Source: an optimization exercise on an open RTL-to-GDS flow (aim: small area and a short achievable clock period). Production flows keep margins and buffers that such runs may drop.
Function was checked by simulation only, so behaviour that the tests miss may differ from the original.
Power is estimated from default activity; no workload was simulated.

Setup of run 1:
Design alu64_sync, start of the top module:
module alu64_sync(
    input clk,
    input en,
    input MD,
    input [2:0] OP,
    input [63:0] R1,
    input [63:0] R2,
    output reg EQ,
    output reg GT,
    output reg LT,
    output reg OVR,
    output reg [63:0] Q
    );
export LEC_CHECK = 0
export ABC_AREA = 1
export CAP_MARGIN = 20
export CORE_MARGIN = 2
export CORE_UTILIZATION = 55
export CTS_BUF_LIST = sky130_fd_sc_hd__clkbuf_4 sky130_fd_sc_hd__clkbuf_8
export SETUP_SLACK_MARGIN = 1.7
export SLEW_MARGIN = 20
create_clock -name core_clock -period 4.0 [get_ports {clk}]
standard.sh (not shown) runs the stock make flow with config.mk's settings and CLKGATE_MAP_FILE= SYNTH_SCRIPT=/design/flow/synth_recipe.tcl, a recipe that flattens the netlist after the stock synthesis.
==> flow/flow/run.sh <==
#!/bin/bash
# Standard ORFS layout (the standard.sh), with the port buffers made from the
# smallest buffer cell instead of the one buffer_ports picks by default.
set -euo pipefail
bash standard.sh BUFFER_PORTS_ARGS="-buffer_cell sky130_fd_sc_hd__buf_1" finish > standard.log 2>&1
Run 1: all stages complete, timing, DRC and antenna checks passed
The inputs of run 2 differ from those of run 1 as listed below.
--- a/flow/config.mk
+++ b/flow/config.mk
@@ -13 +13 @@
-export SETUP_SLACK_MARGIN = 1.7
+export SETUP_SLACK_MARGIN = 1.6
==> comparison <==
- On cell count, run 2 and run 1 are basically level.
- As of run 2, first-iteration DRC count had risen by more than 10% compared to run 1.
- For peak clock frequency supported by timing, dividing the value from run 2 by the value from run 1 gives 0.944.
- Run 1 and run 2 ended up with roughly the same total sequential power.
- Worst setup skew after layout of run 2 is on par with run 1.
- Sort run 2 and run 1 by first-pass iteration count of the detailed router asc -> top: run 1
- The lower sequential share of layout area came out of run 1.
- In run 2 the share of final layout cell area taken by non-clock buffers turned out 0.32 points lower than in run 1.
- Between run 2 and run 1, it is run 2 whose final worst setup slack is lower, by 0.14 ns.
## Diff of input files: run 3 against run 2
--- a/flow/config.mk
+++ b/flow/config.mk
@@ -13 +13 @@
-export SETUP_SLACK_MARGIN = 1.6
+export SETUP_SLACK_MARGIN = 1.65
[summary]
Both conditions hold for run 3: the flow ran to the end and the final layout passed the timing, design-rule and antenna checks. Run 2 went all the way through synthesis, placement and routing and the layout is clean on timing, DRC and antenna. A launch point of the worst path of OP[0] is what run 2 shows, while V_r[1] belongs to run 3. Taking run 2 as the reference, in run 3 non-clock buffer total of the final layout grew by 3.5%; average vias per placed instance -about 0.6%; hold slack did not really move. Run 2 -> run 3: fmax increased by a few percent.
Inputs modified between run 3 and run 4:
--- a/flow/config.mk
+++ b/flow/config.mk
@@ -13 +13 @@
-export SETUP_SLACK_MARGIN = 1.65
+export SETUP_SLACK_MARGIN = 1.7
@@ -14,0 +15 @@
+export SYNTH_HIERARCHICAL = 1
--- outcome ---
Delta (run 4 minus run 3): shortest clock period the worst path allows after layout went down 0.14 ns; final design area excluding fillers went up 0.89%; depth of the critical timing path with buffers and inverters included moved up. Going from run 3 to run 4, tightest hold margin went down, final-layout clock buffer total went up, final-layout non-clock buffer area share went down. Run 4: post-detailed-route via-to-cell ratio 1.6% below run 3. Run 4 ended up with a lower inverter count of the layout excluding clock inverters than run 3 did.
--- input diff run 4..run 5 ---
--- a/flow/config.mk
+++ b/flow/config.mk
@@ -11 +11 @@
-export CORE_UTILIZATION = 55
+export CORE_UTILIZATION = 40
@@ -13 +13 @@
-export SETUP_SLACK_MARGIN = 1.7
+export SETUP_SLACK_MARGIN = 1.5
@@ -15 +14,0 @@
-export SYNTH_HIERARCHICAL = 1
- Taking run 4 as the reference, in run 5 register-to-register slack went down, area growth from synthesis to final layout decreased by 1.3 points relative to the old numbers, sequential power share now larger, final cycle utilization of the critical path grew by 5.4 points.
- Note that the maximum frequency recorded for run 4 amounts to 1.10 times the value seen in run 5.
- Between run 4 and run 5, the flow reports synthesized cell count decreasing by a few percent.
- The number of multi-input logic gates in run 5 is 0.934 times that in run 4.
- Count of plain and timing-repair buffers in the layout shrinks by a few percent when moving from run 4 to run 5.
- Delta(global-route usage, run 5 - run 4) < 0

* * *

Another version of the RTL of alu64_sync (not shown whole).
For scale: ~2900 cells after synthesis.
## alu64_sync
module alu64_sync(
    input clk,
    input en,
    input MD,
    input [2:0] OP,
    input [63:0] R1,
    input [63:0] R2,
    output reg EQ,
    output reg GT,
    output reg LT,
    output reg OVR,
    output reg [63:0] Q
    );
clock: 4.0 ns
lec_check: 0
abc_area: 1
cap_margin: 20
core_margin: 2
core_utilization: 50
cts_buf_list: sky130_fd_sc_hd__clkbuf_4 sky130_fd_sc_hd__clkbuf_8
setup_slack_margin: 1.7
slew_margin: 20
Scripts as last shown in full above: flow/flow/run.sh
The starting point finished clean.
==> next run, changes <==
CORE_UTILIZATION = 40   (was 50)
CTS_BUF_LIST = unset   (was sky130_fd_sc_hd__clkbuf_4 sky130_fd_sc_hd__clkbuf_8)
SETUP_SLACK_MARGIN = 1.5   (was 1.7)
After rerunning: Critical path depth decreases by 2; die area goes up by a quarter to a third; area after synthesis stays the same; sequential power stays flat.
==> next run, changes <==
CORE_UTILIZATION = 60   (was 40)
CTS_BUF_LIST = sky130_fd_sc_hd__clkbuf_4 sky130_fd_sc_hd__clkbuf_8   (was unset)
Worst setup slack loses 0.081 ns.
Synthesized area does not change.
Utilization climbs by 20 points.
First-iteration DRC count is higher by 76%.
Design area fell by 4.5%.
Fmax came out lower by 3.2%.
==> next run, changes <==
==> flow/flow/run.sh (replaced) <==
#!/bin/bash
# Layout flow: the standard.sh throughout, with two changes.
#  1. Synthesis runs with a copy of the ORFS scripts whose ABC area script is
#     replaced by flow/abc_area.script (logic optimisation before the standard delay-aware mapping);
#     everything else in synthesis (synth_recipe.tcl, synth.tcl) is unchanged.
#  2. The port buffers use the smallest buffer cell (buf_1).
set -euo pipefail
rm -rf scripts_mod
cp -r "$FLOW_HOME/scripts" scripts_mod
cp flow/abc_area.script scripts_mod/abc_area.script
bash standard.sh SCRIPTS_DIR="$PWD/scripts_mod" ABC_AREA=1 synth > synth.log 2>&1
bash standard.sh BUFFER_PORTS_ARGS="-buffer_cell sky130_fd_sc_hd__buf_1" finish > standard.log 2>&1
==> flow/flow/abc_area.script (new file) <==
strash
refactor
rewrite
dc2
dch
map -B 0.9
topo
stime -c
buffer -c
upsize -c
dnsize -c
CORE_UTILIZATION = 40   (was 60)
CTS_BUF_LIST = unset   (was sky130_fd_sc_hd__clkbuf_4 sky130_fd_sc_hd__clkbuf_8)
The new run went through all stages and came out clean.
Via count came out lower by about 11%.
Cell area came out higher by about 11%.
Power came out higher by about 17%.
Worst setup slack is worse by 0.29 ns.
Die area came out higher by about 40%.
Routed wire length came out higher by 13%.

==> port drivers added, routing unchanged <==
No port has a modelled driver above. Below, the same layouts with a new extraction and two added sets of constraints.
Step 1 sets driving cells, clkbuf_16 on the clock port and buf_2 on the other inputs (assumed; they add their load-dependent delay and slew).
Step 2 times the ports against the registers' clock, not the clock port: input delays grow and output delays shrink by t, the midpoint of the rising clock arrivals with the driver on.
a / b / c = no drivers / after step 1 / after step 2; a / b = the first two.
| run | t, ns | setup WS [ns] | pins driven straight from the clock port |
|---|---|---|---|
| run 1 | 0.524 | 1.692 / 1.692 / 1.226 | 1 |
| run 2 | 0.530 | 1.555 / 1.570 / 1.051 | 1 |
| run 3 | 0.542 | 1.608 / 1.608 / 1.113 | 1 |
| run 4 | 0.516 | 1.743 / 1.768 / 1.252 | 1 |
| run 5 | 0.585 | 1.528 / 1.540 / 0.964 | 1 |
| the first run of note 2 | 0.510 | 1.671 / 1.658 / 1.148 | 1 |
| the second run of note 2 | 0.492 | 1.557 / 1.557 / 1.108 | 1 |
| the third run of note 2 | 0.526 | 1.476 / 1.483 / 0.981 | 1 |
| the fourth run of note 2 | 0.494 | 1.189 / 1.173 / 0.679 | 1 |
After both steps setup and hold are still met in every run listed. The setup slack of run 5, which loses most, moves by +0.012 ns with the drivers and by -0.564 ns with both steps.
